Source: an optimization exercise on an open RTL-to-GDS flow (aim: small area, a short achievable clock period and few clock cycles per item). Production flows keep margins and buffers that such runs may drop. At most, simulation tests tie the RTL to the original design; equivalence was not proved. The RTL of run 6 was laid out without a check of its function.

===== flow/config.mk =====
export PLATFORM = sky130hd
export DESIGN_NAME = decimal_to_bcd
export DESIGN_NICKNAME = decimal_to_bcd
export VERILOG_FILES = /design/flow/design.v
export SDC_FILE = /design/flow/constraint.sdc
export NUM_CORES = 4
export LEC_CHECK = 0
export ABC_AREA = 1
export CAP_MARGIN = 20
export CORE_MARGIN = 2
export CORE_UTILIZATION = 40
export SLEW_MARGIN = 20

===== flow/constraint.sdc =====
create_clock -name core_clock -period 10.0 [get_ports {clk_i}]
set_input_delay 2.0000 -clock core_clock [delete_from_list [all_inputs] [get_ports {clk_i}]]
set_output_delay 2.0000 -clock core_clock [all_outputs]
set_load 0.01 [all_outputs]

===== flow/design.v =====
`timescale 1ns / 1ps
module decimal_to_bcd #(
    parameter INPUT_WIDTH = 14,
    parameter DECIMAL_DIGITS = 4
)(
    input wire clk_i,
    input wire rst_i,
    input wire start_i,
    input wire [INPUT_WIDTH-1 : 0] binary_i,
    output reg [DECIMAL_DIGITS*4-1 : 0] bcd_o,
    output reg done_o
);
function [3:0] dstep;
    input [2:0] q;
    input c;
    begin
        dstep[3] = q[2] | (c & q[1]);
        dstep[2] = (~c & q[1]) | (c & q[0] & ~q[2]) | (~q[0] & q[2]);
        dstep[1] = (~c & q[0] & ~q[2]) | (c & q[0] & q[2]);
        dstep[0] = (c & ~q[1] & ~q[2]) | (~c & q[2]);
    end
endfunction
function [3:0] tobcd;
    input [2:0] q;
    input c;
    begin
        tobcd[3] = (~q[0] & q[2]);
        tobcd[2] = q[1] | (q[0] & q[2]);
        tobcd[1] = q[0];
        tobcd[0] = c;
    end
endfunction
function [15:0] front;
    input [13:0] b;
    reg [11:0] q;
    reg [3:0] h, c, t;
    integer i, j;
    begin
        q = 12'd0;
        h = 4'd0;
        for (i = 0; i < 9; i = i + 1) begin
            c = {h[2:0], b[13 - i]};
            for (j = 0; j < 4; j = j + 1) begin
                t = dstep(q[j*3 +: 3], c[j]);
                q[j*3 +: 3] = t[2:0];
                h[j] = t[3];
            end
        end
        c = {h[2:0], b[4]};
        for (j = 0; j < 4; j = j + 1)
            front[j*4 +: 4] = {q[j*3 +: 3], c[j]};
    end
endfunction
function [15:0] back;
    input [19:0] m;
    reg [11:0] q;
    reg [3:0] h, c, t;
    integer i, j;
    begin
        for (j = 0; j < 4; j = j + 1) begin
            t = dstep(m[4 + j*4 + 1 +: 3], m[4 + j*4]);
            q[j*3 +: 3] = t[2:0];
            h[j] = t[3];
        end
        for (i = 0; i < 3; i = i + 1) begin
            c = {h[2:0], m[3 - i]};
            for (j = 0; j < 4; j = j + 1) begin
                t = dstep(q[j*3 +: 3], c[j]);
                q[j*3 +: 3] = t[2:0];
                h[j] = t[3];
            end
        end
        c = {h[2:0], m[0]};
        for (j = 0; j < 4; j = j + 1)
            back[j*4 +: 4] = tobcd(q[j*3 +: 3], c[j]);
    end
endfunction
wire [15:0] front_w = front(binary_i);
reg  [16:0] mid;
always @(posedge clk_i) begin
    mid <= {front_w[12], front_w[11], front_w[10], front_w[9], front_w[8], front_w[7], front_w[6], front_w[5], front_w[4], front_w[3], front_w[2], front_w[1], front_w[0], binary_i[3:0]};
end
always @(posedge clk_i or posedge rst_i) begin
    if (rst_i) done_o <= 1'b0;
    else       done_o <= start_i;
end
wire [19:0] midx = {1'b0, 1'b0, 1'b0, mid[16], mid[15], mid[14], mid[13], mid[12], mid[11], mid[10], mid[9], mid[8], mid[7], mid[6], mid[5], mid[4], mid[3:0]};
always @(*) bcd_o = back(midx);
endmodule

===== flow/flow/run.sh =====
#!/bin/bash
# Own layout flow: the standard layout (standard.sh) with
#  - synthesis run through ORFS's own synth script, but with the ABC area
#    script replaced by flow/abc_area.script (combinational mapping only;
#    registers and their names are the standard synthesis's),
#  - the port buffers made from a fast small buffer instead of the default,
set -euo pipefail
W=$(pwd)
BUF=${BUF:-sky130_fd_sc_hd__buf_1}
MARGIN=${MARGIN:-0}
CTS="-sink_clustering_enable -repair_clock_nets -dont_use_dummy_load -sink_clustering_size 30 -sink_clustering_max_diameter 200"
rm -rf "$W/scripts_mod"
cp -r "$FLOW_HOME/scripts" "$W/scripts_mod"
cp "$W/flow/abc_area.script" "$W/scripts_mod/abc_area.script"
bash standard.sh SCRIPTS_DIR="$W/scripts_mod" ABC_AREA=1 synth > "$W/synth.log" 2>&1
bash standard.sh "BUFFER_PORTS_ARGS=-buffer_cell $BUF" "CTS_ARGS=$CTS" SETUP_SLACK_MARGIN=$MARGIN finish > "$W/layout.log" 2>&1

===== flow/flow/abc_area.script =====
strash
&get -n
&dch -f
&nf -R 1000
&put
topo
buffer -c
upsize -c
dnsize -c

===== flow/standard.sh =====
#!/bin/bash
# synth_recipe.tcl (not shown) runs the flow's synth.tcl, then flattens the netlist and writes it again
# the make line also repeats each setting of config.mk as NAME=value (left out here)
make -C /OpenROAD-flow-scripts/flow DESIGN_CONFIG=/design/flow/config.mk WORK_HOME=/design/flow/orfs CLKGATE_MAP_FILE= SYNTH_SCRIPT=/design/flow/synth_recipe.tcl "${@:-finish}"

==> results of run 1 <==
## worst paths after layout
path                              start                to  slack, ns
worst max-delay path       binary_i[12]   mid[11]$_DFF_P_       5.35
worst min-delay path              rst_i  done_o$_DFF_PP0_       1.55
max in group asynchronous         rst_i  done_o$_DFF_PP0_       8.36
min in group core_clock     binary_i[1]    mid[1]$_DFF_P_       1.84
## final cells by class
cell class | instances | area, sq um | share of cell area [%]
Timing Repair Buffer | 33 | 124 | 6.68
Multi-Input combinational cell | 194 | 1180 | 63.5
Tap cell | 50 | 62.6 | 3.38
Inverter | 22 | 82.6 | 4.46
Clock buffer | 3 | 41.3 | 2.23
Sequential cell | 18 | 365 | 19.7
## cell families (layout without fill, tap and decap cells)
family          after synthesis  after routing  synth area share, %
buf+inv                      23             58                 5.52
xor+xnor                     16             16                 9.04
compound gates               77             77                 33.7
mux                           3              3                 1.92
simple gates                 98             98                 27.4
flops                        18             18                 22.4
## state kept, by name, summed over array words and instances (netlist names)
| name | cells |
|---|---|
| done_o | 1 |
| mid | 17 |
## layer usage
layer	track usage [%]	routed length [microns]	part of all wire, %
met1	15.4	1380	48
met2	23.9	1440	50
met3	0.987	51	1.8
met4	6.00	27	0.93
met5	0	0	0
## through the flow
step	std cells	setup WS [ns]	utilization (%)	hold WS [ns]	area (sq um)
CTS	320	5.35	46.7	1.54	1850
global route	320	5.08	46.7	1.56	1850
global placement	317	5.14	45.6	1.81	1810
detailed placement	317	5.11	45.6	1.81	1810
floorplan	235	5.51	-	1.73	1630
finish	320	5.35	46.7	1.55	1850
## layout by cell type (no fill, tap or decap), types with 2 or more instances in the layout
master,instances
o21ai_0,18
o31a_1,2
nor3_1,2
nand2b_1,5
dfxtp_1,17
nand2_1,30
o32ai_1,3
inv_1,22
buf_1,33
xor2_1,3
a21oi_4,2
mux2i_1,2
a21oi_1,17
or2_1,2
o22ai_1,5
or2_2,2
a21o_1,7
and2_1,7
nor2_1,32
o211ai_1,2
and2_4,2
a22oi_1,3
nand3_1,11
nor2b_1,3
xnor2_1,12
o221ai_1,3
a31oi_1,4
o31ai_1,2
clkbuf_8,3
==> impl_metrics.py, run 1 <==
metrics = {
    "run_status": {
        "status": "timing/DRC/antenna clean",
    },
    "synth": {
        "yosysTopAreaCellShare_pct": 20.8,
        "ys_ff_latch": 18,
        "ys.flop_type": "dfxtp_1",
        "synth_area_leader_cell": "dfxtp_1",
        "yosys_warnings": 1,
        "synth_area_leaders": "dfxtp_1, nor2_1, nand2_1",
        "synth_edf_count": 0,
        "synth.most_common_cell": "nor2_1",
        "syn_nets": 252,
        "yosysUniqueCellTypes": 42,
        "synth_area_sq_um": 1630,
        "netlist_instances": 235,
        "synthTopCellsByCount": "nor2_1, nand2_1, inv_1, o21ai_0",
        "ys_seq_area_share_pct": 22.4,
        "syn_avg_cell_area_sq_um": 6.95,
        "async_flop_share_pct": 5.56,
    },
    "cts": {
        "cts_num_sinks": 18,
        "cts.clk_slew.worst_paths_ns": 0.06,
        "htreeDepth": 1,
        "cts_setup_buffers": 0,
        "cts_buffers": 3,
        "cts_root_buffer": "clkbuf_8",
        "cts_buffer_depth": 2,
        "cts_resized": 0,
        "cts-hold-fix-buffers": 0,
        "cts_tree": "done",
    },
    "detailed_routing": {
        "drc_errors": 0,
        "drt_pre_antenna_iters": 4,
        "postRouteAntennaNets": 0,
        "via_count": 1631,
        "vias_per_cell": 5.10,
        "wl_per_cell_microns": 9.06,
        "drt_iter0_markers": 50,
        "wirelength_microns": 2900,
    },
    "timing": {
        "final.min_clock_period_ns": 4.65,
        "maxSlewHeadroom_pct": 60.0,
        "setup_violations": 0,
        "hold_viol_final": 0,
        "clock.fmax_mhz": 215,
        "grt_setup_unrepaired": "false",
        "max_slew.worst_pin.slew_ns": 0.595,
        "tns_ns": 0,
        "period_share_pct": 46.5,
        "final-max-slew-violation-count": 0,
    },
    "floorplan": {
        "fp.dieH_microns": 67.9,
        "row_count": 23,
        "ios": 34,
        "design.core.area_sq_um": 3970,
        "die-area_sq_um": 4610,
        "start_util_pct": 41.1,
        "die_w_microns": 67.9,
    },
    "critical_path": {
        "critical_path_arrival_ns": 4.78,
        "path_cells": "buf_1 -> nand2_1 -> mux2_2 -> a31oi_1 -> o21ai_4 -> xnor2_2 -> nand2_1 -> o22ai_2 -> a31oi_4 -> or2_1 -> and3_1 -> a21oi_1 -> nor3_1 -> a221o_1",
        "cp.depth": 14,
        "slowest_delay_ns": 0.33,
        "critPathRequiredTime_ns": 10.13,
        "slowest_stage": "mux2_2",
        "critPathTopFamily": "compound AO/OA/AOI/OAI gates",
        "start_kind": "primary input",
        "critPathBufInv": 1,
        "worst_path_most_repeated_cell": "nand2_1",
        "worstSetupEndpointType": "flip-flop",
        "critical_path.max_fanout": 6,
        "crit_type": "primary input to flip-flop",
    },
    "place": {
        "globalplace.congestion": 0.724,
        "io_buffers": 33,
        "dp_hpwl_microns": 2430,
    },
    "finish": {
        "n_antenna_cell": 0,
        "nets": 289,
        "fillers": 415,
        "syn2layout_area_growth_pct": 13.5,
        "layout-drive-gt1-share_pct": 5.93,
    },
    "global_routing": {
        "track_usage_pct": 13.0,
        "grt_pass1_vias": 1265,
        "grt_max_degree": 11,
        "overflow": 0,
        "antenna_found_initial": 0,
        "grt_pass1_wl_microns": 4820,
    },
    "hold_path": {
        "holdCritPathClass": "primary input to asynchronous set/reset pin",
    },
    "flow_run": {
        "maxCapViolCount": 0,
    },
}
Testbench counts, summed over its fixed seeds: cycles 2,048, items 2,048.
==> inputs of run 2 (changes only) <==
--- a/flow/design.v
+++ b/flow/design.v
@@ -14,19 +14,19 @@
     input [2:0] q;
     input c;
     begin
-        dstep[3] = q[2] | (c & q[1]);
-        dstep[2] = (~c & q[1]) | (c & q[0] & ~q[2]) | (~q[0] & q[2]);
-        dstep[1] = (~c & q[0] & ~q[2]) | (c & q[0] & q[2]);
-        dstep[0] = (c & ~q[1] & ~q[2]) | (~c & q[2]);
+        dstep[3] = (c & q[0]) | q[1];
+        dstep[2] = (~c & q[1]) | (c & ~q[0] & ~q[1]);
+        dstep[1] = (~c & q[0]) | (q[1] & ~q[2]) | (c & ~q[1] & q[2]);
+        dstep[0] = (c & q[1] & q[2]) | (~c & ~q[1] & q[2]);
     end
 endfunction
 function [3:0] tobcd;
     input [2:0] q;
     input c;
     begin
-        tobcd[3] = (~q[0] & q[2]);
-        tobcd[2] = q[1] | (q[0] & q[2]);
-        tobcd[1] = q[0];
+        tobcd[3] = (q[1] & ~q[2]);
+        tobcd[2] = q[0] | (q[1] & q[2]);
+        tobcd[1] = q[2];
         tobcd[0] = c;
     end
 endfunction
==> flow/flow/run.sh (replaced) <==
#!/bin/bash
# Own layout flow: the standard layout (standard.sh), changed in three ways:
#  - synthesis is ORFS's own synth script (standard.sh synth) with ORFS's ABC
#    area script swapped for flow/abc_area.script; only the combinational
#    mapping changes, the registers and their names are the standard ones;
#  - the port buffers use the smallest buffer instead of the default cell;
#  - clock tree synthesis runs without the dummy load cell.
# Each make run writes its full output to a log file here (ORFS also keeps
# its per-step logs under orfs/logs).
set -euo pipefail
W=$(pwd)
BUF=sky130_fd_sc_hd__buf_1
CTS="-sink_clustering_enable -repair_clock_nets -dont_use_dummy_load -sink_clustering_size 30 -sink_clustering_max_diameter 200"
rm -rf "$W/scripts_mod"
cp -r "$FLOW_HOME/scripts" "$W/scripts_mod"
cp "$W/flow/abc_area.script" "$W/scripts_mod/abc_area.script"
bash standard.sh SCRIPTS_DIR="$W/scripts_mod" ABC_AREA=1 synth > "$W/synth.log" 2>&1
bash standard.sh "BUFFER_PORTS_ARGS=-buffer_cell $BUF" "CTS_ARGS=$CTS" finish > "$W/layout.log" 2>&1
==> flow/flow/abc_area.script (replaced) <==
strash
&get -n
&dch -f
&nf -R 1000
&put
topo
dnsize -c
==> run 2 against run 1 <==
Against the previous run: still clean on timing, DRC and antenna; global-route usage rose by 0.32 points; wire length shrank 4.8%; synthesized cell count is 3.4% higher; flip-flop and latch count unchanged; clock-buffer cell count stayed put; cell area is 4.1% lower; setup slack worse by 0.14 ns; largest cell class unchanged.
==> impl_metrics.py, run 2 <==
metrics = {
    "synth": {
        "syn_nets": 260,
        "synth.most_common_cell": "nand2_1",
        "synth_edf_count": 0,
        "synthTopCellsByCount": "nand2_1, nor2_1, o21ai_0, a21oi_1, dfxtp_1",
        "netlist_instances": 243,
        "synth_area_leaders": "dfxtp_1, nand2_1, o21ai_0",
        "yosys_warnings": 1,
        "yosysTopAreaCellShare_pct": 21.8,
        "synth_xor_area_share_pct": 6.74,
        "yosysUniqueCellTypes": 34,
        "synth_top_family_by_area": "simple AND/OR/NAND/NOR gates",
        "ys_ff_latch": 18,
        "synth_compound_gate_area_share_pct": 28.8,
        "syn_avg_cell_area_sq_um": 6.42,
        "ys.flop_type": "dfxtp_1",
        "async_flop_share_pct": 5.56,
        "muxShareOfSynthArea_pct": 0.642,
        "synth_fa_ha_area_share_pct": 0,
        "ys_seq_area_share_pct": 23.4,
        "synth_area_sq_um": 1560,
        "synth_area_leader_cell": "dfxtp_1",
        "synth-simple-area-share_pct": 37.0,
    },
    "finish": {
        "reg_top3": "mid x17, done_o x1",
        "layout-drive-gt1-share_pct": 1.08,
        "nets": 297,
        "n_antenna_cell": 0,
        "largest_register_ffs": 17,
        "mostFrequentLayoutCell": "nand2_1",
        "syn2layout_area_growth_pct": 14.0,
        "finalInstanceArea_sq_um": 1780,
        "top_register": "mid",
        "mostFrequentLayoutCells": "nand2_1, nor2_1, buf_1",
    },
    "global_routing": {
        "antenna_found_initial": 0,
        "grt_max_degree": 11,
        "grt_pass1_wl_microns": 4890,
        "overflow": 0,
        "track_usage_pct": 13.4,
        "grt_pass1_vias": 1279,
    },
    "timing": {
        "clock.fmax_mhz": 209,
        "max_slew.worst_pin.slew_ns": 0.477,
        "grt_setup_unrepaired": "false",
        "maxSlewHeadroom_pct": 67.9,
        "fin_ws_ns": 5.21,
        "period_share_pct": 47.9,
        "hold_viol_final": 0,
        "tns_ns": 0,
        "final-max-slew-violation-count": 0,
        "setup_violations": 0,
        "final.min_clock_period_ns": 4.79,
        "hold_slack_ns": 1.55,
    },
    "place": {
        "pre_cts_ws_ns": 5.00,
        "io_buffers": 33,
        "globalplace.congestion": 0.783,
        "dpl_cell_area_sq_um": 1740,
        "dp_hpwl_microns": 2340,
    },
    "critical_path": {
        "start_kind": "flip-flop",
        "cp.depth": 14,
        "critPathTopFamily": "compound AO/OA/AOI/OAI gates",
        "slowest_delay_ns": 0.38,
        "critical_path_arrival_ns": 2.79,
        "critPathRequiredTime_ns": 8.00,
        "path_cells": "nand2b_1 -> nand2_1 -> o21a_1 -> a21oi_1 -> o21ai_0 -> a31oi_1 -> and2_0 -> o21ai_0 -> o21ai_0 -> xnor2_1 -> a21oi_1 -> nand2_1 -> nand2_1 -> buf_1",
        "critical_path.max_fanout": 5,
        "critPathBufInv": 1,
        "crit_type": "flip-flop to output pin",
        "slowest_stage": "dfxtp_1",
        "worstSetupEndpointType": "output pin",
    },
    "detailed_routing": {
        "postRouteAntennaNets": 0,
        "wirelength_microns": 2760,
        "wl_per_cell_microns": 8.47,
        "drc_errors": 0,
        "drt_iter0_markers": 58,
        "drt_pre_antenna_iters": 4,
        "via_count": 1631,
        "vias_per_cell": 5.00,
    },
    "hold_path": {
        "holdCritPathClass": "primary input to asynchronous set/reset pin",
    },
    "cts": {
        "cts.clk_slew.worst_paths_ns": 0.06,
        "cts_setup_buffers": 0,
        "htreeDepth": 1,
        "cts_buffer_depth": 2,
        "cts_resized": 0,
        "cts_root_buffer": "clkbuf_8",
        "cts_tree": "done",
        "cts-hold-fix-buffers": 0,
        "cts_buffers": 3,
        "cts_num_sinks": 18,
    },
    "floorplan": {
        "row_count": 22,
        "ios": 34,
        "fp.dieH_microns": 66.4,
        "die-area_sq_um": 4410,
        "die_w_microns": 66.4,
        "start_util_pct": 42.0,
        "design.core.area_sq_um": 3720,
    },
    "run_status": {
        "status": "timing/DRC/antenna clean",
    },
    "flow_run": {
        "maxCapViolCount": 0,
    },
}
-- run 2: metrics by stage --
step,utilization (%),cells
6_report,47.8,326
4_1_cts,47.8,326
2_1_floorplan,-,243
3_5_place_dp,46.7,323
5_1_grt,47.8,326
3_3_place_gp,46.7,323
-- run 2: area by class of cell --
class,instances,area (sq um)
clock buffers,3,41.3
inverters,12,45.0
multi-input cells,212,1140
repair buffers,33,124
well taps,48,60.1
fillers,414,1940
flip-flops and latches,18,365
-- run 2: cell families (layout without fill, tap and decap cells) --
family          count (synthesis)  in the layout
xor+xnor                       12             12
simple gates                  124            124
buf+inv                        13             48
mux                             1              1
compound gates                 75             75
flops                          18             18
-- run 2: worst max path at each step --
stage / to / startpoint / slack, ns
after global routing: mid[5]$_DFF_P_ / binary_i[12] / 4.82
final: bcd_o[2] / mid[6]$_DFF_P_ / 5.21
after global placement: mid[5]$_DFF_P_ / binary_i[12] / 5.07
after floorplan: mid[5]$_DFF_P_ / binary_i[11] / 5.48
after CTS: bcd_o[2] / mid[6]$_DFF_P_ / 5.18
after detailed placement: mid[5]$_DFF_P_ / binary_i[12] / 5.00
-- run 2: routing by layer --
layer | GRT usage, % | up-vias | routed length [microns]
li1 | - | 917 | -
met1 | 18.0 | 693 | 1480
met2 | 21.9 | 19 | 1190
met3 | 1.02 | 2 | 60
met4 | 5.36 | 0 | 33
met5 | 0 | - | 0
Testbench counts of run 2, summed over its fixed seeds: cycles 2,048, items 2,048.
==> inputs of run 3 (changes only) <==
==> flow/flow/abc_area.script (replaced) <==
strash
&get -n
&dch -f
&nf -R 1000
&put
topo
buffer -c
upsize -c
dnsize -c
==> run 3 against run 2 <==
Against the previous run: via count is 0.49% lower; global-route usage hardly changed; synthesized cell count unchanged; area after synthesis grew 4.9%; maximum frequency up 1.3%; critical endpoint unchanged; sequential share of layout area down 0.87 points; flip-flop and latch count stayed put; setup slack gained 0.062 ns.
==> impl_metrics.py, run 3 <==
metrics = {
    "floorplan": {
        "fp.dieH_microns": 67.9,
        "design.core.area_sq_um": 3970,
        "die-area_sq_um": 4620,
        "start_util_pct": 41.2,
        "row_count": 23,
        "die_w_microns": 67.9,
        "ios": 34,
    },
    "cts": {
        "cts_buffers": 3,
        "cts_root_buffer": "clkbuf_8",
        "cts-hold-fix-buffers": 0,
        "cts_resized": 0,
        "cts_tree": "done",
        "cts_setup_buffers": 0,
        "cts_num_sinks": 18,
        "htreeDepth": 1,
        "cts.clk_slew.worst_paths_ns": 0.06,
        "cts_buffer_depth": 2,
    },
    "finish": {
        "largest_register_ffs": 17,
        "mostFrequentLayoutCell": "nand2_1",
        "fin_cells": 328,
        "top_register": "mid",
        "mostFrequentLayoutCells": "nand2_1, buf_1, nor2_1",
        "layout-drive-gt1-share_pct": 9.35,
        "syn2layout_area_growth_pct": 13.5,
        "reg_top3": "mid x17, done_o x1",
        "nets": 297,
        "n_antenna_cell": 0,
    },
    "detailed_routing": {
        "wl_per_cell_microns": 8.56,
        "drt_iter0_markers": 39,
        "drt_pre_antenna_iters": 4,
        "postRouteAntennaNets": 0,
        "via_count": 1623,
        "drc_errors": 0,
        "wirelength_microns": 2810,
        "vias_per_cell": 4.95,
    },
    "synth": {
        "muxShareOfSynthArea_pct": 0.612,
        "synth-simple-area-share_pct": 37.0,
        "ys_ff_latch": 18,
        "synth_area_leaders": "dfxtp_1, nand2_1, nor2_1",
        "yosysUniqueCellTypes": 51,
        "async_flop_share_pct": 5.56,
        "syn_avg_cell_area_sq_um": 6.73,
        "ys.flop_type": "dfxtp_1",
        "synth_xor_area_share_pct": 6.43,
        "synth.most_common_cell": "nand2_1",
        "netlist_instances": 243,
        "synth_compound_gate_area_share_pct": 30.4,
        "synth_fa_ha_area_share_pct": 0,
        "synth_area_sq_um": 1640,
        "synth_edf_count": 0,
        "syn_nets": 260,
        "yosys_warnings": 1,
        "synth_top_family_by_area": "simple AND/OR/NAND/NOR gates",
        "synth_area_leader_cell": "dfxtp_1",
        "ys_seq_area_share_pct": 22.3,
        "yosysTopAreaCellShare_pct": 20.8,
        "synthTopCellsByCount": "nand2_1, nor2_1, o21ai_0, a21oi_1, dfxtp_1",
    },
    "global_routing": {
        "track_usage_pct": 13.3,
        "antenna_found_initial": 0,
        "overflow": 0,
        "grt_pass1_vias": 1338,
        "grt_max_degree": 11,
        "grt_pass1_wl_microns": 5000,
    },
    "timing": {
        "grt_setup_unrepaired": "false",
        "fin_ws_ns": 5.27,
        "maxSlewHeadroom_pct": 67.7,
        "tns_ns": 0,
        "max_slew.worst_pin.slew_ns": 0.479,
        "clock.fmax_mhz": 211,
        "period_share_pct": 47.3,
        "setup_violations": 0,
        "hold_viol_final": 0,
        "final-max-slew-violation-count": 0,
        "final.min_clock_period_ns": 4.73,
    },
    "place": {
        "globalplace.congestion": 0.723,
        "pre_cts_ws_ns": 5.24,
        "dp_hpwl_microns": 2400,
        "dp.cells": 325,
        "io_buffers": 33,
    },
    "critical_path": {
        "critical_path.max_fanout": 5,
        "critical_path_arrival_ns": 2.73,
        "start_kind": "flip-flop",
        "crit_type": "flip-flop to output pin",
        "worstSetupEndpointType": "output pin",
        "critPathRequiredTime_ns": 8.00,
    },
    "run_status": {
        "status": "timing/DRC/antenna clean",
    },
    "hold_path": {
        "holdCritPathClass": "primary input to asynchronous set/reset pin",
    },
    "flow_run": {
        "maxCapViolCount": 0,
    },
}
-- run 3: kinds of logic (layout without fill, tap and decap cells) --
logic type      Yosys count  in the layout
simple gates            124            124
mux                       1              1
compound gates           75             75
flops                    18             18
xor+xnor                 12             12
buf+inv                  13             48
-- run 3: cell type report --
cell class              instances  area, sq um
repair buffers                 33          124
fillers                       427         2120
inverters                      12         46.3
well taps                      50         62.6
clock buffers                   3         41.3
flip-flops and latches         18          365
multi-input cells             212         1220
-- run 3: through the flow --
step	hold slack, ns	utilization, %	cell area (sq um)
2_1_floorplan	1.73	-	1640
3_3_place_gp	1.81	45.7	1810
3_5_place_dp	1.81	45.7	1810
4_1_cts	1.53	46.7	1860
5_1_grt	1.55	46.7	1860
6_report	1.54	46.7	1860
-- run 3: layer usage --
| layer | vias to the layer above | part of all wire, % | global-route usage (%) |
|---|---|---|---|
| met3 | 4 | 2.2 | 0.987 |
| met4 | 0 | 1.4 | 6.00 |
| met1 | 681 | 50 | 16.6 |
| met5 | - | 0 | 0 |
| met2 | 20 | 46 | 23.3 |
| li1 | 918 | - | - |
-- run 3: path summary, 6_finish.rpt --
| kind | start | to | slack [ns] | depth (start not counted) |
|---|---|---|---|---|
| max | mid[6]$_DFF_P_ | bcd_o[2] | 5.27 | 14 |
| min | rst_i | done_o$_DFF_PP0_ | 1.54 | 2 |
| max in group asynchronous | rst_i | done_o$_DFF_PP0_ | 8.37 | 2 |
| min in group core_clock | binary_i[3] | mid[3]$_DFF_P_ | 1.83 | 1 |
-- run 3: critical path, cell delays in order, from the launching register on --
cell and delay, ns:
dfxtp_1 0.39, nand2b_1 0.14, nand2_1 0.07, o21a_1 0.10, a21oi_1 0.26, o21ai_0 0.12, a31oi_1 0.28, and2_1 0.21
o21ai_0 0.08, o21ai_0 0.19, xnor2_1 0.15, a21oi_1 0.21, nand2_1 0.07, nand2_1 0.06, buf_1 0.14
==> inputs of run 4 (changes only) <==
--- a/flow/flow/run.sh
+++ b/flow/flow/run.sh
@@ -4,13 +4,13 @@
 #    area script swapped for flow/abc_area.script; only the combinational
 #    mapping changes, the registers and their names are the standard ones;
 #  - the port buffers use the smallest buffer instead of the default cell;
-#  - clock tree synthesis runs without the dummy load cell.
+#  - clock tree synthesis uses clkbuf_4 cells and no dummy load cell.
 # Each make run writes its full output to a log file here (ORFS also keeps
 # its per-step logs under orfs/logs).
 set -euo pipefail
 W=$(pwd)
 BUF=sky130_fd_sc_hd__buf_1
-CTS="-sink_clustering_enable -repair_clock_nets -dont_use_dummy_load -sink_clustering_size 30 -sink_clustering_max_diameter 200"
+CTS="-sink_clustering_enable -repair_clock_nets -dont_use_dummy_load -root_buf sky130_fd_sc_hd__clkbuf_4 -buf_list sky130_fd_sc_hd__clkbuf_4 -sink_clustering_size 30 -sink_clustering_max_diameter 500"
 rm -rf "$W/scripts_mod"
 cp -r "$FLOW_HOME/scripts" "$W/scripts_mod"
 cp "$W/flow/abc_area.script" "$W/scripts_mod/abc_area.script"
==> flow/flow/abc_area.script (replaced) <==
strash
&get -n
&dch -f
&nf -R 1000
&put
topo
dnsize -c
==> run 4 against run 3 <==
Against the previous run: critical path depth unchanged; via count increased by 0.55%; wire length decreased by 1.7%; flip-flop and latch count unchanged; synthesized cell count unchanged; final cell count decreased by 0.61%; first-iteration DRC count increased by 15%; core utilization increased by 0.58 points; die area decreased by 4.4%; highest routed layer unchanged.
==> impl_metrics.py, run 4 <==
metrics = {
    "cts": {
        "htreeDepth": 1,
        "cts_resized": 0,
        "cts-hold-fix-buffers": 0,
        "cts_setup_buffers": 0,
        "cts_buffer_depth": 2,
        "cts_num_sinks": 18,
        "cts.clk_slew.worst_paths_ns": 0.10,
        "cts_tree": "done",
        "cts_root_buffer": "clkbuf_4",
        "cts_buffers": 3,
    },
    "global_routing": {
        "grt_pass1_vias": 1275,
        "grt_pass1_wl_microns": 4910,
        "antenna_found_initial": 0,
        "overflow": 0,
        "grt_max_degree": 11,
        "track_usage_pct": 13.4,
    },
    "finish": {
        "layout-drive-gt1-share_pct": 1.08,
        "multi_input_area_sq_um": 1140,
        "nets": 297,
        "finalInstanceArea_sq_um": 1760,
        "largest_register_ffs": 17,
        "syn2layout_area_growth_pct": 12.8,
        "top_register": "mid",
        "reg_top3": "mid x17, done_o x1",
        "n_antenna_cell": 0,
        "mostFrequentLayoutCell": "nand2_1",
        "seqCellArea_sq_um": 365,
        "mostFrequentLayoutCells": "nand2_1, nor2_1, buf_1",
        "fillers": 418,
    },
    "floorplan": {
        "design.core.area_sq_um": 3720,
        "ios": 34,
        "die_w_microns": 66.4,
        "die-area_sq_um": 4410,
        "row_count": 22,
        "fp.dieH_microns": 66.4,
        "start_util_pct": 42.0,
    },
    "flow_run": {
        "maxCapViolCount": 0,
    },
    "detailed_routing": {
        "vias_per_cell": 5.01,
        "dr_wl_met2_microns": 1190,
        "wl_met3_microns": 61,
        "top_layer_used": "met4",
        "postRouteAntennaNets": 0,
        "via_count": 1632,
        "wirelength_microns": 2760,
        "wl_met1_microns": 1480,
        "wl_per_cell_microns": 8.46,
        "drt_pre_antenna_iters": 4,
        "drc_errors": 0,
        "drt_iter0_markers": 45,
    },
    "place": {
        "dpl_cell_area_sq_um": 1740,
        "dp_hpwl_microns": 2340,
        "globalplace.congestion": 0.783,
        "io_buffers": 33,
    },
    "synth": {
        "yosysTopAreaCellShare_pct": 21.8,
        "synthTopCellsByCount": "nand2_1, nor2_1, o21ai_0, a21oi_1, dfxtp_1",
        "syn_nets": 260,
        "async_flop_share_pct": 5.56,
        "synth_area_leader_cell": "dfxtp_1",
        "yosys_warnings": 1,
        "synth.most_common_cell": "nand2_1",
        "netlist_instances": 243,
        "synth_area_leaders": "dfxtp_1, nand2_1, o21ai_0",
        "synth_edf_count": 0,
        "ys_ff_latch": 18,
        "ys.flop_type": "dfxtp_1",
        "syn_avg_cell_area_sq_um": 6.42,
        "synth_area_sq_um": 1560,
        "yosysUniqueCellTypes": 34,
        "ys_seq_area_share_pct": 23.4,
    },
    "critical_path": {
        "start_kind": "flip-flop",
        "critical_path_arrival_ns": 2.84,
        "crit_type": "flip-flop to output pin",
        "worstSetupEndpointType": "output pin",
        "critPathRequiredTime_ns": 8.00,
        "critical_path.max_fanout": 5,
    },
    "timing": {
        "final.min_clock_period_ns": 4.84,
        "final-max-slew-violation-count": 0,
        "max_slew.worst_pin.slew_ns": 0.477,
        "tns_ns": 0,
        "clock.fmax_mhz": 206,
        "maxSlewHeadroom_pct": 67.9,
        "period_share_pct": 48.4,
        "hold_viol_final": 0,
        "grt_setup_unrepaired": "false",
        "setup_violations": 0,
    },
    "hold_path": {
        "holdCritPathClass": "primary input to asynchronous set/reset pin",
    },
    "run_status": {
        "status": "timing/DRC/antenna clean",
    },
}
-- run 4: metrics by stage --
stage               std cells  worst slack, ns  util [%]  hold WS, ns
CTS                       326             5.13      47.3         1.49
global placement          323             5.07      46.7         1.81
global route              326             4.76      47.3         1.48
floorplan                 243             5.48         -         1.72
finish                    326             5.16      47.3         1.50
detailed placement        323             5.00      46.7         1.81
-- run 4: final cells by class --
cell class              instances  share of cell area [%]
clock buffers                   3                    1.28
inverters                      12                    2.56
multi-input cells             212                    64.9
flip-flops and latches         18                    20.8
well taps                      48                    3.42
repair buffers                 33                    7.05
-- run 4: worst paths after layout --
path | from | endpoint | slack (ns) | depth (start not counted)
worst min-delay path | rst_i | done_o$_DFF_PP0_ | 1.50 | 2
max in group asynchronous | rst_i | done_o$_DFF_PP0_ | 8.42 | 2
worst max-delay path | mid[6]$_DFF_P_ | bcd_o[2] | 5.16 | 14
min in group core_clock | binary_i[1] | mid[1]$_DFF_P_ | 1.80 | 1
-- run 4: routing by layer --
layer	vias up	global-route usage, %
met5	-	0
met4	0	5.36
met1	693	18.1
met3	2	1.02
li1	916	-
met2	21	21.8
-- run 4: worst max-delay path: stages, from the launching register on --
cell	delay (ns)
dfxtp_1	0.39
nand2b_1	0.14
nand2_1	0.07
o21a_1	0.10
a21oi_1	0.27
o21ai_0	0.12
a31oi_1	0.27
and2_0	0.23
o21ai_0	0.10
o21ai_0	0.20
xnor2_1	0.16
a21oi_1	0.22
nand2_1	0.08
nand2_1	0.06
buf_1	0.15
-- run 4: kinds of logic (layout without fill, tap and decap cells) --
logic type      after synthesis  after routing  synth area share, %
mux                           1              1                0.642
compound gates               75             75                 28.8
simple gates                124            124                 37.0
xor+xnor                     12             12                 6.74
buf+inv                      13             48                 3.37
flops                        18             18                 23.4
==> inputs of run 5 (changes only) <==
==> flow/flow/abc_area.script (replaced) <==
strash; balance -l; resub -K 6 -l; rewrite -l; resub -K 6 -N 2 -l; refactor -l; resub -K 8 -l; balance -l; resub -K 8 -N 2 -l; rewrite -l; resub -K 10 -l; rewrite -z -l; resub -K 10 -N 2 -l; balance -l; resub -K 12 -l; refactor -z -l; resub -K 12 -N 2 -l; rewrite -z -l; balance -l; balance -l; resub -K 6 -l; rewrite -l; resub -K 6 -N 2 -l; refactor -l; resub -K 8 -l; balance -l; resub -K 8 -N 2 -l; rewrite -l; resub -K 10 -l; rewrite -z -l; resub -K 10 -N 2 -l; balance -l; resub -K 12 -l; refactor -z -l; resub -K 12 -N 2 -l; rewrite -z -l; balance -l; dch -f; map -a; topo; stime -c
==> run 5 against run 4 <==
Against the previous run: area after synthesis grew 2.6%; largest cell class unchanged; critical endpoint is now mid[5]$_DFF_P_; critical path depth grew 8.
==> impl_metrics.py, run 5 <==
metrics = {
    "run_status": {
        "status": "timing/DRC/antenna clean",
    },
    "timing": {
        "clock.fmax_mhz": 190,
        "maxSlewHeadroom_pct": 69.5,
        "period_share_pct": 52.5,
        "final-max-slew-violation-count": 0,
        "final.min_clock_period_ns": 5.25,
        "tns_ns": 0,
        "setup_violations": 0,
        "max_slew.worst_pin.slew_ns": 0.453,
        "hold_viol_final": 0,
        "grt_setup_unrepaired": "false",
    },
    "synth": {
        "muxShareOfSynthArea_pct": 0,
        "yosys_warnings": 1,
        "async_flop_share_pct": 5.56,
        "netlist_instances": 293,
        "synth_area_leaders": "dfxtp_1, nand2_1, clkinv_1",
        "ys.flop_type": "dfxtp_1",
        "ys_ff_latch": 18,
        "synth_fa_ha_area_share_pct": 0,
        "syn_nets": 310,
        "yosysUniqueCellTypes": 26,
        "synth_top_family_by_area": "simple AND/OR/NAND/NOR gates",
        "synth_edf_count": 0,
        "synth_xor_area_share_pct": 2.74,
        "synth.most_common_cell": "nand2_1",
        "yosysTopAreaCellShare_pct": 21.3,
        "ys_seq_area_share_pct": 22.8,
        "synthTopCellsByCount": "nand2_1, clkinv_1, nor2_1",
        "synth_area_sq_um": 1600,
        "synth_area_leader_cell": "dfxtp_1",
        "syn_avg_cell_area_sq_um": 5.46,
        "synth_compound_gate_area_share_pct": 19.2,
        "synth-simple-area-share_pct": 40.5,
    },
    "detailed_routing": {
        "via_count": 1724,
        "postRouteAntennaNets": 0,
        "vias_per_cell": 4.59,
        "drc_errors": 0,
        "drt_iter0_markers": 51,
        "wl_per_cell_microns": 7.54,
        "drt_pre_antenna_iters": 4,
        "wirelength_microns": 2830,
    },
    "floorplan": {
        "die-area_sq_um": 4520,
        "fp.dieH_microns": 67.3,
        "design.core.area_sq_um": 3740,
        "row_count": 22,
        "die_w_microns": 67.3,
        "start_util_pct": 42.7,
        "ios": 34,
    },
    "cts": {
        "cts-hold-fix-buffers": 0,
        "cts_tree": "done",
        "cts_resized": 0,
        "cts_setup_buffers": 0,
        "cts_buffers": 3,
        "cts.clk_slew.worst_paths_ns": 0.10,
        "cts_root_buffer": "clkbuf_4",
        "cts_buffer_depth": 2,
        "htreeDepth": 1,
        "cts_num_sinks": 18,
    },
    "critical_path": {
        "crit_path_end": "mid[5]$_DFF_P_",
        "worstSetupEndpointType": "flip-flop",
        "start_kind": "primary input",
        "crit_path_start": "binary_i[13]",
        "critical_path.max_fanout": 6,
        "crit_type": "primary input to flip-flop",
        "critical_path_arrival_ns": 5.48,
        "critPathRequiredTime_ns": 10.23,
    },
    "finish": {
        "reg_top3": "mid x17, done_o x1",
        "n_antenna_cell": 0,
        "fin_cells": 376,
        "largest_register_ffs": 17,
        "seqCellArea_sq_um": 365,
        "fillers": 417,
        "multi_input_area_sq_um": 998,
        "syn2layout_area_growth_pct": 12.4,
        "top_register": "mid",
        "mostFrequentLayoutCells": "nand2_1, clkinv_1, nor2_1",
        "layout-drive-gt1-share_pct": 2.74,
        "mostFrequentLayoutCell": "nand2_1",
        "finalInstanceArea_sq_um": 1800,
        "nets": 347,
    },
    "place": {
        "dpl_cell_area_sq_um": 1780,
        "globalplace.congestion": 0.822,
        "dp.cells": 373,
        "dp_hpwl_microns": 2520,
        "io_buffers": 33,
    },
    "flow_run": {
        "maxCapViolCount": 0,
    },
    "global_routing": {
        "overflow": 0,
        "grt_pass1_vias": 1432,
        "grt_pass1_wl_microns": 5280,
        "track_usage_pct": 14.5,
        "grt_max_degree": 11,
        "antenna_found_initial": 0,
    },
    "hold_path": {
        "holdCritPathClass": "primary input to asynchronous set/reset pin",
    },
}
run 5: cell types whose count changed in the layout (fill, tap and decap cells not counted), sizes merged, moves of 4 or more:
cell    delta
nor2b      -5
o21a       -4
a21oi      -9
nor2      +23
clkinv    +49
nand2b    -15
a21o       -4
o21ai      -8
nand3      +8
and2       -4
nand2     +24
nor3       +5
xnor2      -7
run 5: metrics by stage:
stage          util, %  setup WS, ns  hold slack [ns]
4_1_cts           48.1          4.76             1.51
2_1_floorplan        -          5.09             1.72
6_report          48.1          4.75             1.52
5_1_grt           48.1          4.14             1.50
3_5_place_dp      47.5          4.47             1.81
3_3_place_gp      47.5          4.61             1.81
run 5: critical path, cell delays in order:
cell      delay, ns
buf_1          0.13
clkinv_1       0.11
nor3_1         0.06
a21oi_1        0.22
clkinv_1       0.13
a31oi_1        0.25
nand2_1        0.10
o21ai_0        0.39
or2_2          0.21
a21oi_1        0.11
nor2_1         0.22
o21ai_0        0.18
a21oi_1        0.38
nand3_1        0.12
nand3_1        0.14
clkinv_1       0.13
o211ai_1       0.13
nand2_1        0.12
nand2_1        0.08
and2_2         0.14
clkinv_1       0.05
nor2_1         0.07
run 5: how the worst min path moves through the flow:
| stage | start | end | slack [ns] | cells past startpoint |
|---|---|---|---|---|
| floorplan | rst_i | done_o$_DFF_PP0_ | 1.72 | 1 |
| global placement | rst_i | done_o$_DFF_PP0_ | 1.81 | 2 |
| detailed placement | rst_i | done_o$_DFF_PP0_ | 1.81 | 2 |
| CTS | rst_i | done_o$_DFF_PP0_ | 1.51 | 2 |
| global route | rst_i | done_o$_DFF_PP0_ | 1.50 | 2 |
| finish | rst_i | done_o$_DFF_PP0_ | 1.52 | 2 |
run 5: layout make-up:
| class | instances | share of cell area, % |
|---|---|---|
| repair buffers | 33 | 6.88 |
| well taps | 48 | 3.34 |
| multi-input cells | 213 | 55.5 |
| clock buffers | 3 | 1.25 |
| flip-flops and latches | 18 | 20.3 |
| inverters | 61 | 12.7 |
run 5: routing by layer:
| metal | GRT usage [%] | routed length (microns) |
|---|---|---|
| met2 | 26.4 | 1230 |
| met1 | 17.4 | 1520 |
| met3 | 1.00 | 57 |
| met5 | 0 | 0 |
| met4 | 6.12 | 33 |
run 5: kinds of logic (layout without fill, tap and decap cells):
kind of cell | after synthesis | in the layout
AOI/OAI and AO/OA | 51 | 51
buffers and inverters | 62 | 97
and+or+nand+nor | 157 | 157
DFF | 18 | 18
xor gates and xnor gates | 5 | 5
==> inputs of run 6 (changes only) <==
--- a/flow/design.v
+++ b/flow/design.v
@@ -14,10 +14,10 @@
     input [2:0] q;
     input c;
     begin
-        dstep[3] = (c & q[0]) | q[1];
-        dstep[2] = (~c & q[1]) | (c & ~q[0] & ~q[1]);
-        dstep[1] = (~c & q[0]) | (q[1] & ~q[2]) | (c & ~q[1] & q[2]);
-        dstep[0] = (c & q[1] & q[2]) | (~c & ~q[1] & q[2]);
+        dstep[3] = (c & q[1]) | (q[0] & q[1]);
+        dstep[2] = (q[0] & ~q[1]) | (~c & q[0] & ~q[2]) | (c & q[0] & q[2]);
+        dstep[1] = (~c & ~q[0] & q[2]) | (c & q[0]) | (q[0] & ~q[2]);
+        dstep[0] = (~c & q[1]) | (c & ~q[2]);
     end
 endfunction
 function [3:0] tobcd;
@@ -25,8 +25,8 @@
     input c;
     begin
         tobcd[3] = (q[1] & ~q[2]);
-        tobcd[2] = q[0] | (q[1] & q[2]);
-        tobcd[1] = q[2];
+        tobcd[2] = q[2];
+        tobcd[1] = (q[0] & ~q[1]) | (q[0] & q[2]);
         tobcd[0] = c;
     end
 endfunction
==> flow/flow/abc_area.script (replaced) <==
strash
&get -n
&dch -f
&nf -R 1000
&put
topo
dnsize -c
==> run 6 against run 5 <==
Against the previous run: critical path depth down 12; cell area shrank 5.4%; largest cell class unchanged; setup slack improved by 0.72 ns; clock-buffer cell count unchanged; still clean; die area fell by 5.7%; critical endpoint is now bcd_o[1].
==> impl_metrics.py, run 6 <==
metrics = {
    "run_status": {
        "status": "timing/DRC/antenna clean",
    },
    "global_routing": {
        "grt_pass1_wl_microns": 4330,
        "overflow": 0,
        "antenna_found_initial": 0,
        "grt_pass1_vias": 1151,
        "grt_max_degree": 11,
        "track_usage_pct": 12.3,
    },
    "timing": {
        "setup_violations": 0,
        "max_slew.worst_pin.slew_ns": 0.522,
        "grt_setup_unrepaired": "false",
        "period_share_pct": 45.3,
        "clock.fmax_mhz": 221,
        "fin_ws_ns": 5.47,
        "final.min_clock_period_ns": 4.53,
        "final-max-slew-violation-count": 0,
        "hold_viol_final": 0,
        "maxSlewHeadroom_pct": 64.8,
        "tns_ns": 0,
    },
    "detailed_routing": {
        "drc_errors": 0,
        "via_count": 1412,
        "drt_pre_antenna_iters": 4,
        "drt_iter0_markers": 56,
        "wirelength_microns": 2410,
        "wl_per_cell_microns": 8.05,
        "vias_per_cell": 4.71,
        "postRouteAntennaNets": 0,
    },
    "synth": {
        "async_flop_share_pct": 5.56,
        "synthTopCellsByCount": "nor2_1, nand2_1, o21ai_0, xnor2_1, dfxtp_1",
        "synth.most_common_cell": "nor2_1",
        "synth_edf_count": 0,
        "yosys_warnings": 1,
        "yosysUniqueCellTypes": 29,
        "synth_area_sq_um": 1500,
        "synth_area_leaders": "dfxtp_1, xnor2_1, nor2_1",
        "syn_avg_cell_area_sq_um": 6.93,
        "ys_seq_area_share_pct": 24.3,
        "synth_area_leader_cell": "dfxtp_1",
        "yosysTopAreaCellShare_pct": 22.6,
        "ys.flop_type": "dfxtp_1",
        "ys_ff_latch": 18,
        "syn_nets": 234,
        "netlist_instances": 217,
    },
    "finish": {
        "top_register": "mid",
        "largest_register_ffs": 17,
        "fin_cells": 300,
        "mostFrequentLayoutCell": "nor2_1",
        "n_antenna_cell": 0,
        "seqCellArea_sq_um": 365,
        "multi_input_area_sq_um": 1100,
        "fillers": 415,
        "reg_top3": "mid x17, done_o x1",
        "syn2layout_area_growth_pct": 13.2,
        "nets": 271,
        "mostFrequentLayoutCells": "nor2_1, nand2_1, buf_1",
        "layout-drive-gt1-share_pct": 1.19,
    },
    "critical_path": {
        "crit_type": "flip-flop to output pin",
        "critPathBufInv": 1,
        "slowest_stage": "dfxtp_1",
        "slowest_delay_ns": 0.43,
        "start_kind": "flip-flop",
        "critPathRequiredTime_ns": 8.00,
        "critPathTopFamily": "compound AO/OA/AOI/OAI gates",
        "worstSetupEndpointType": "output pin",
        "worst_path_most_repeated_cell": "o21ai_0",
        "critical_path_arrival_ns": 2.53,
        "path_cells": "xnor2_1 -> o21ai_0 -> xor2_1 -> o21ai_0 -> xor2_1 -> o21ai_0 -> nand4_1 -> o31ai_1 -> nor2_1 -> buf_1",
        "critical_path.max_fanout": 5,
    },
    "place": {
        "dp_hpwl_microns": 2050,
        "globalplace.congestion": 0.682,
        "dp.cells": 297,
        "pre_cts_ws_ns": 5.36,
        "io_buffers": 33,
    },
    "floorplan": {
        "die-area_sq_um": 4270,
        "fp.dieH_microns": 65.3,
        "die_w_microns": 65.3,
        "row_count": 22,
        "design.core.area_sq_um": 3630,
        "start_util_pct": 41.4,
        "ios": 34,
    },
    "cts": {
        "cts_root_buffer": "clkbuf_4",
        "cts.clk_slew.worst_paths_ns": 0.09,
        "cts_tree": "done",
        "cts_resized": 0,
        "htreeDepth": 1,
        "cts-hold-fix-buffers": 0,
        "cts_setup_buffers": 0,
        "cts_buffer_depth": 2,
        "cts_buffers": 3,
        "cts_num_sinks": 18,
    },
    "hold_path": {
        "holdCritPathClass": "primary input to asynchronous set/reset pin",
    },
    "flow_run": {
        "maxCapViolCount": 0,
    },
}
-- run 6: stage by stage --
step,area [sq um],hold WS (ns),utilization [%]
4_1_cts,1700,1.49,46.9
2_1_floorplan,1500,1.72,-
3_5_place_dp,1680,1.81,46.2
3_3_place_gp,1680,1.81,46.2
5_1_grt,1700,1.49,46.9
6_report,1700,1.50,46.9
-- run 6: cell type report --
type,count,area share [%]
Timing Repair Buffer,33,7.27
Clock buffer,3,1.32
Tap cell,48,3.53
Sequential cell,18,21.5
Multi-Input combinational cell,189,64.4
Inverter,9,1.98
-- run 6: cells by family after synthesis --
| group | count (synthesis) | synth area share [%] |
|---|---|---|
| mux | 8 | 5.49 |
| buf+inv | 10 | 2.75 |
| flops | 18 | 24.3 |
| xor+xnor | 33 | 19.2 |
| compound gates | 55 | 21.9 |
| simple gates | 93 | 26.4 |
-- run 6: per-layer routing --
| layer | share of wire (%) | wire length [microns] | GRT usage [%] | vias up |
|---|---|---|---|---|
| met5 | 0 | 0 | 0 | - |
| met4 | 2.3 | 56 | 6.25 | 0 |
| met3 | 3.0 | 72 | 1.03 | 5 |
| met2 | 45 | 1080 | 20.5 | 21 |
| met1 | 50 | 1210 | 15.7 | 586 |
| li1 | - | - | - | 800 |
-- run 6: worst max path at each step --
stage | from | end | slack (ns) | cells after the start
3_5_place_dp | binary_i[11] | mid[7]$_DFF_P_ | 5.36 | 16
4_1_cts | mid[4]$_DFF_P_ | bcd_o[1] | 5.42 | 10
3_3_place_gp | binary_i[11] | mid[7]$_DFF_P_ | 5.42 | 16
2_1_floorplan | binary_i[11] | mid[7]$_DFF_P_ | 5.76 | 15
6_report | mid[4]$_DFF_P_ | bcd_o[1] | 5.47 | 10
5_1_grt | mid[4]$_DFF_P_ | bcd_o[1] | 5.12 | 10
==> inputs of run 7 (changes only) <==
--- a/flow/design.v
+++ b/flow/design.v
@@ -14,19 +14,19 @@
     input [2:0] q;
     input c;
     begin
-        dstep[3] = (c & q[1]) | (q[0] & q[1]);
-        dstep[2] = (q[0] & ~q[1]) | (~c & q[0] & ~q[2]) | (c & q[0] & q[2]);
-        dstep[1] = (~c & ~q[0] & q[2]) | (c & q[0]) | (q[0] & ~q[2]);
-        dstep[0] = (~c & q[1]) | (c & ~q[2]);
+        dstep[3] = q[2] | (c & q[1]);
+        dstep[2] = (~c & q[1]) | (c & q[0] & ~q[2]) | (~q[0] & q[2]);
+        dstep[1] = (~c & q[0] & ~q[2]) | (c & q[0] & q[2]);
+        dstep[0] = (c & ~q[1] & ~q[2]) | (~c & q[2]);
     end
 endfunction
 function [3:0] tobcd;
     input [2:0] q;
     input c;
     begin
-        tobcd[3] = (q[1] & ~q[2]);
-        tobcd[2] = q[2];
-        tobcd[1] = (q[0] & ~q[1]) | (q[0] & q[2]);
+        tobcd[3] = (~q[0] & q[2]);
+        tobcd[2] = q[1] | (q[0] & q[2]);
+        tobcd[1] = q[0];
         tobcd[0] = c;
     end
 endfunction
==> flow/flow/abc_area.script (replaced) <==
strash
&get -n
&dch -f
&nf -R 1000
&put
topo
buffer -c
upsize -c
dnsize -c
==> run 7 against run 6 <==
Against the previous run: still clean; flip-flop and latch count unchanged; cell area rose by 7.7%; first-iteration DRC count shrank 1.8%; worst hold slack better by 0.0017 ns; via count up 16%; synthesized cell count rose by 8.3%; sequential share of layout area down 1.5 points; area after synthesis is 8.6% higher; maximum frequency fell by 2.6%; critical path type unchanged.
==> impl_metrics.py, run 7 <==
metrics = {
    "run_status": {
        "status": "timing/DRC/antenna clean",
    },
    "timing": {
        "clock.fmax_mhz": 215,
        "final.min_clock_period_ns": 4.65,
        "tns_ns": 0,
        "max_slew.worst_pin.slew_ns": 0.595,
        "maxSlewHeadroom_pct": 60.0,
        "grt_setup_unrepaired": "false",
        "hold_viol_final": 0,
        "setup_violations": 0,
        "period_share_pct": 46.5,
        "final-max-slew-violation-count": 0,
    },
    "critical_path": {
        "path_cells": "inv_1 -> o21ai_0 -> o21ai_0 -> o21ai_0 -> o31ai_1 -> a22oi_1 -> o31a_1 -> nand2_1 -> nand3_1 -> a22oi_1 -> o22ai_1 -> buf_1",
        "start_kind": "flip-flop",
        "worst_path_most_repeated_cell": "o21ai_0",
        "slowest_delay_ns": 0.60,
        "slowest_stage": "o31ai_1",
        "critical_path.max_fanout": 5,
        "critPathRequiredTime_ns": 8.00,
        "worstSetupEndpointType": "output pin",
        "critical_path_arrival_ns": 2.65,
        "crit_path_start": "mid[8]$_DFF_P_",
        "crit_type": "flip-flop to output pin",
    },
    "global_routing": {
        "grt_pass1_vias": 1262,
        "overflow": 0,
        "grt_max_degree": 11,
        "antenna_found_initial": 0,
        "grt_pass1_wl_microns": 4810,
        "track_usage_pct": 12.9,
    },
    "cts": {
        "cts_buffer_depth": 2,
        "cts_num_sinks": 18,
        "cts.clk_slew.worst_paths_ns": 0.09,
        "cts-hold-fix-buffers": 0,
        "cts_buffers": 3,
        "cts_resized": 0,
        "cts_tree": "done",
        "cts_root_buffer": "clkbuf_4",
        "htreeDepth": 1,
        "cts_setup_buffers": 0,
    },
    "synth": {
        "yosysUniqueCellTypes": 42,
        "ys_ff_latch": 18,
        "synth_edf_count": 0,
        "synthTopCellsByCount": "nor2_1, nand2_1, inv_1, o21ai_0",
        "synth_area_sq_um": 1630,
        "yosysTopAreaCellShare_pct": 20.8,
        "async_flop_share_pct": 5.56,
        "yosys_warnings": 1,
        "synth_area_leaders": "dfxtp_1, nor2_1, nand2_1",
        "synth_area_leader_cell": "dfxtp_1",
        "syn_avg_cell_area_sq_um": 6.95,
        "synth.most_common_cell": "nor2_1",
        "ys.flop_type": "dfxtp_1",
        "netlist_instances": 235,
        "ys_seq_area_share_pct": 22.4,
        "syn_nets": 252,
    },
    "place": {
        "io_buffers": 33,
        "dpl_cell_area_sq_um": 1810,
        "dp_hpwl_microns": 2430,
        "globalplace.congestion": 0.724,
    },
    "finish": {
        "fin_util_pct": 46.2,
        "top_register": "mid",
        "mostFrequentLayoutCells": "buf_1, nor2_1, nand2_1",
        "reg_top3": "mid x17, done_o x1",
        "fillers": 420,
        "layout-drive-gt1-share_pct": 5.93,
        "n_antenna_cell": 0,
        "finalInstanceArea_sq_um": 1830,
        "nets": 289,
        "largest_register_ffs": 17,
        "syn2layout_area_growth_pct": 12.3,
        "mostFrequentLayoutCell": "buf_1",
    },
    "detailed_routing": {
        "via_count": 1631,
        "postRouteAntennaNets": 0,
        "drt_pre_antenna_iters": 4,
        "vias_per_cell": 5.10,
        "drt_iter0_markers": 55,
        "drc_errors": 0,
        "wirelength_microns": 2900,
        "wl_per_cell_microns": 9.05,
    },
    "floorplan": {
        "fp.dieH_microns": 67.9,
        "start_util_pct": 41.1,
        "die-area_sq_um": 4610,
        "die_w_microns": 67.9,
        "design.core.area_sq_um": 3970,
        "row_count": 23,
        "ios": 34,
    },
    "hold_path": {
        "holdCritPathClass": "primary input to asynchronous set/reset pin",
    },
    "flow_run": {
        "maxCapViolCount": 0,
    },
}
run 7: changes by cell type after synthesis, sizes merged, moves of 8 or more:
cell	previous run	this run
xnor2	22	13
a21oi	10	19
clkinv	9	0
xor2	11	3
nand3	1	11
inv	0	22
run 7: routing by layer:
metal,global-route usage (%),share of wire (%),vias up
met5,0,0,-
met4,6.00,0.93,0
met3,0.493,1.8,2
met2,23.9,50,16
met1,15.4,47,711
li1,-,-,902
run 7: worst paths after layout:
path	end	slack, ns	cells past startpoint
min in group core_clock	mid[1]$_DFF_P_	1.80	1
max in group asynchronous	done_o$_DFF_PP0_	8.41	2
min	done_o$_DFF_PP0_	1.50	2
max	bcd_o[6]	5.35	12
run 7: layout make-up:
class / instances / area [sq um] / share of cell area [%]
Inverter: 22 / 82.6 / 4.50
Tap cell: 50 / 62.6 / 3.41
Clock buffer: 3 / 22.5 / 1.23
Sequential cell: 18 / 365 / 19.9
Multi-Input combinational cell: 194 / 1180 / 64.2
Timing Repair Buffer: 33 / 124 / 6.75
run 7: metrics by stage:
step                      hold WS (ns)  setup WS [ns]  cells
after floorplan                   1.73           5.51    235
after global placement            1.81           5.14    317
after detailed placement          1.81           5.11    317
after CTS                         1.49           5.33    320
after global routing              1.50           5.04    320
final                             1.50           5.35    320
run 7: kinds of logic (layout without fill, tap and decap cells):
kind of cell	after synthesis	count (layout)	share of synthesized area [%]
simple gates	98	98	27.4
compound gates	77	77	33.7
buf+inv	23	58	5.52
flops	18	18	22.4
xor+xnor	16	16	9.04
mux	3	3	1.92
run 7: critical path: cells and delay by family (launching register included):
family	cells	cell delay (ns)
buffers and inverters	2	0.19
AND/OR/NAND/NOR	2	0.20
AO/OA/AOI/OAI	8	1.60
flip-flops	1	0.36
Testbench counts of run 7, summed over its fixed seeds: cycles 2,048, items 2,048.
==> inputs of run 8 (changes only) <==
--- a/flow/config.mk
+++ b/flow/config.mk
@@ -9,4 +9,5 @@
 export CAP_MARGIN = 20
 export CORE_MARGIN = 2
 export CORE_UTILIZATION = 40
+export GPL_TIMING_DRIVEN = 1
 export SLEW_MARGIN = 20
==> run 8 against run 7 <==
Against the previous run: still clean; critical path depth did not move; via count is the same; cell area did not move; wire length stayed put; sequential share of layout area unchanged; critical path type unchanged.
==> impl_metrics.py, run 8 <==
metrics = {
    "cts": {
        "cts_root_buffer": "clkbuf_4",
        "htreeDepth": 1,
        "cts_resized": 0,
        "cts_buffer_depth": 2,
        "cts_tree": "done",
        "cts-hold-fix-buffers": 0,
        "cts.clk_slew.worst_paths_ns": 0.09,
        "cts_num_sinks": 18,
        "cts_setup_buffers": 0,
        "cts_buffers": 3,
    },
    "floorplan": {
        "row_count": 23,
        "ios": 34,
        "fp.dieH_microns": 67.9,
        "design.core.area_sq_um": 3970,
        "die_w_microns": 67.9,
        "start_util_pct": 41.1,
        "die-area_sq_um": 4610,
    },
    "global_routing": {
        "grt_pass1_vias": 1262,
        "grt_max_degree": 11,
        "antenna_found_initial": 0,
        "overflow": 0,
        "track_usage_pct": 12.9,
        "grt_pass1_wl_microns": 4810,
    },
    "synth": {
        "ys.flop_type": "dfxtp_1",
        "yosysTopAreaCellShare_pct": 20.8,
        "synth.most_common_cell": "nor2_1",
        "yosysUniqueCellTypes": 42,
        "async_flop_share_pct": 5.56,
        "synth_area_leaders": "dfxtp_1, nor2_1, nand2_1",
        "ys_ff_latch": 18,
        "synth_area_sq_um": 1630,
        "syn_nets": 252,
        "ys_seq_area_share_pct": 22.4,
        "yosys_warnings": 1,
        "synth_area_leader_cell": "dfxtp_1",
        "synth_edf_count": 0,
        "netlist_instances": 235,
        "synthTopCellsByCount": "nor2_1, nand2_1, inv_1, o21ai_0",
        "syn_avg_cell_area_sq_um": 6.95,
    },
    "finish": {
        "reg_top3": "mid x17, done_o x1",
        "nets": 289,
        "layout-drive-gt1-share_pct": 5.93,
        "multi_input_area_sq_um": 1180,
        "mostFrequentLayoutCells": "buf_1, nor2_1, nand2_1",
        "seqCellArea_sq_um": 365,
        "mostFrequentLayoutCell": "buf_1",
        "syn2layout_area_growth_pct": 12.3,
        "n_antenna_cell": 0,
        "fillers": 420,
        "largest_register_ffs": 17,
        "top_register": "mid",
    },
    "timing": {
        "setup_violations": 0,
        "final.min_clock_period_ns": 4.65,
        "period_share_pct": 46.5,
        "max_slew.worst_pin.slew_ns": 0.595,
        "tns_ns": 0,
        "hold_viol_final": 0,
        "final-max-slew-violation-count": 0,
        "maxSlewHeadroom_pct": 60.0,
        "grt_setup_unrepaired": "false",
        "fin_ws_ns": 5.35,
        "clock.fmax_mhz": 215,
    },
    "detailed_routing": {
        "drt_iter0_markers": 55,
        "wirelength_microns": 2900,
        "via_count": 1631,
        "postRouteAntennaNets": 0,
        "drt_pre_antenna_iters": 4,
        "vias_per_cell": 5.10,
        "drc_errors": 0,
        "wl_per_cell_microns": 9.05,
    },
    "critical_path": {
        "crit_type": "flip-flop to output pin",
        "critPathRequiredTime_ns": 8.00,
        "worstSetupEndpointType": "output pin",
        "critical_path.max_fanout": 5,
        "critical_path_arrival_ns": 2.65,
        "start_kind": "flip-flop",
    },
    "place": {
        "pre_cts_ws_ns": 5.11,
        "dp_hpwl_microns": 2430,
        "io_buffers": 33,
        "globalplace.congestion": 0.724,
    },
    "run_status": {
        "status": "timing/DRC/antenna clean",
    },
    "hold_path": {
        "holdCritPathClass": "primary input to asynchronous set/reset pin",
    },
    "flow_run": {
        "maxCapViolCount": 0,
    },
}
run 8: cell counts after synthesis:
Identical to the previous run, type by type.
run 8: layer usage:
metal,global-route usage [%],up-vias,part of all wire (%)
li1,-,902,-
met1,15.4,711,47
met2,23.9,16,50
met3,0.493,2,1.8
met4,6.00,0,0.93
met5,0,-,0
run 8: cell families (layout without fill, tap and decap cells):
family,count (synthesis),in the layout,share of synthesized area (%)
xor+xnor,16,16,9.04
flops,18,18,22.4
mux,3,3,1.92
buf+inv,23,58,5.52
simple gates,98,98,27.4
compound gates,77,77,33.7
run 8: per-stage QoR:
stage / cells / util (%) / hold slack (ns) / instance area, sq um
4_1_cts: 320 / 46.2 / 1.49 / 1830
2_1_floorplan: 235 / - / 1.73 / 1630
3_3_place_gp: 317 / 45.6 / 1.81 / 1810
5_1_grt: 320 / 46.2 / 1.50 / 1830
3_5_place_dp: 317 / 45.6 / 1.81 / 1810
6_report: 320 / 46.2 / 1.50 / 1830
run 8: cell type report:
cell class | count | area share [%]
clock buffers | 3 | 1.23
inverters | 22 | 4.50
multi-input cells | 194 | 64.2
flip-flops and latches | 18 | 19.9
well taps | 50 | 3.41
repair buffers | 33 | 6.75
run 8: critical path, stage by stage (launching register included):
cell and delay [ns]:
dfxtp_1 0.36, inv_1 0.06, o21ai_0 0.06, o21ai_0 0.07, o21ai_0 0.22, o31ai_1 0.60
a22oi_1 0.14, o31a_1 0.17, nand2_1 0.10, nand3_1 0.10, a22oi_1 0.23, o22ai_1 0.11
buf_1 0.13
run 8: final timing paths:
kind	start	cells past startpoint	end	slack, ns
max in group asynchronous	rst_i	2	done_o$_DFF_PP0_	8.41
min	rst_i	2	done_o$_DFF_PP0_	1.50
max	mid[8]$_DFF_P_	12	bcd_o[6]	5.35
min in group core_clock	binary_i[1]	1	mid[1]$_DFF_P_	1.80

separate check: timing with driven ports:
The results above use ideal ports. As a check the final layouts listed here were re-extracted and re-timed, cells and wires unchanged.
Step 1 (the two cells are an assumption about what drives the block):
set clk [get_ports {clk_i}]
set_driving_cell -lib_cell sky130_fd_sc_hd__clkbuf_16 $clk
set_driving_cell -lib_cell sky130_fd_sc_hd__buf_2 [delete_from_list [all_inputs] $clk]
Step 2 adds t to the input delays and takes it off the output delays; t is the mean of the earliest and latest rising clock arrival at the registers after step 1. Input paths then give back, and output paths get back, about the clock's delay inside the block.
Slacks: ideal ports / drivers / drivers and shift; pairs: ideal ports / drivers.
run | t (ns) | setup WS [ns] | worst setup path after step 2 | latest minus earliest clock arrival (ns)
run 1 | 0.264 | 5.346 / 5.346 / 5.082 | input to register | 0.005 / 0.006
run 2 | 0.266 | 5.208 / 5.182 / 4.990 | input to register | 0.009 / 0.009
run 3 | 0.268 | 5.270 / 5.247 / 5.221 | input to register | 0.011 / 0.011
run 4 | 0.298 | 5.155 / 5.134 / 4.994 | input to register | 0.018 / 0.017
run 5 | 0.296 | 4.745 / 4.748 / 4.452 | input to register | 0.015 / 0.015
run 6 | 0.301 | 5.467 / 5.444 / 5.384 | input to register | 0.008 / 0.009
run 7 | 0.296 | 5.348 / 5.327 / 5.086 | input to register | 0.012 / 0.012
run 8 | 0.296 | 5.348 / 5.327 / 5.086 | input to register | 0.012 / 0.012
After both steps setup and hold are still met in every run listed. The setup slack of run 5, which loses most, moves by +0.003 ns with the drivers and by -0.293 ns with both steps.
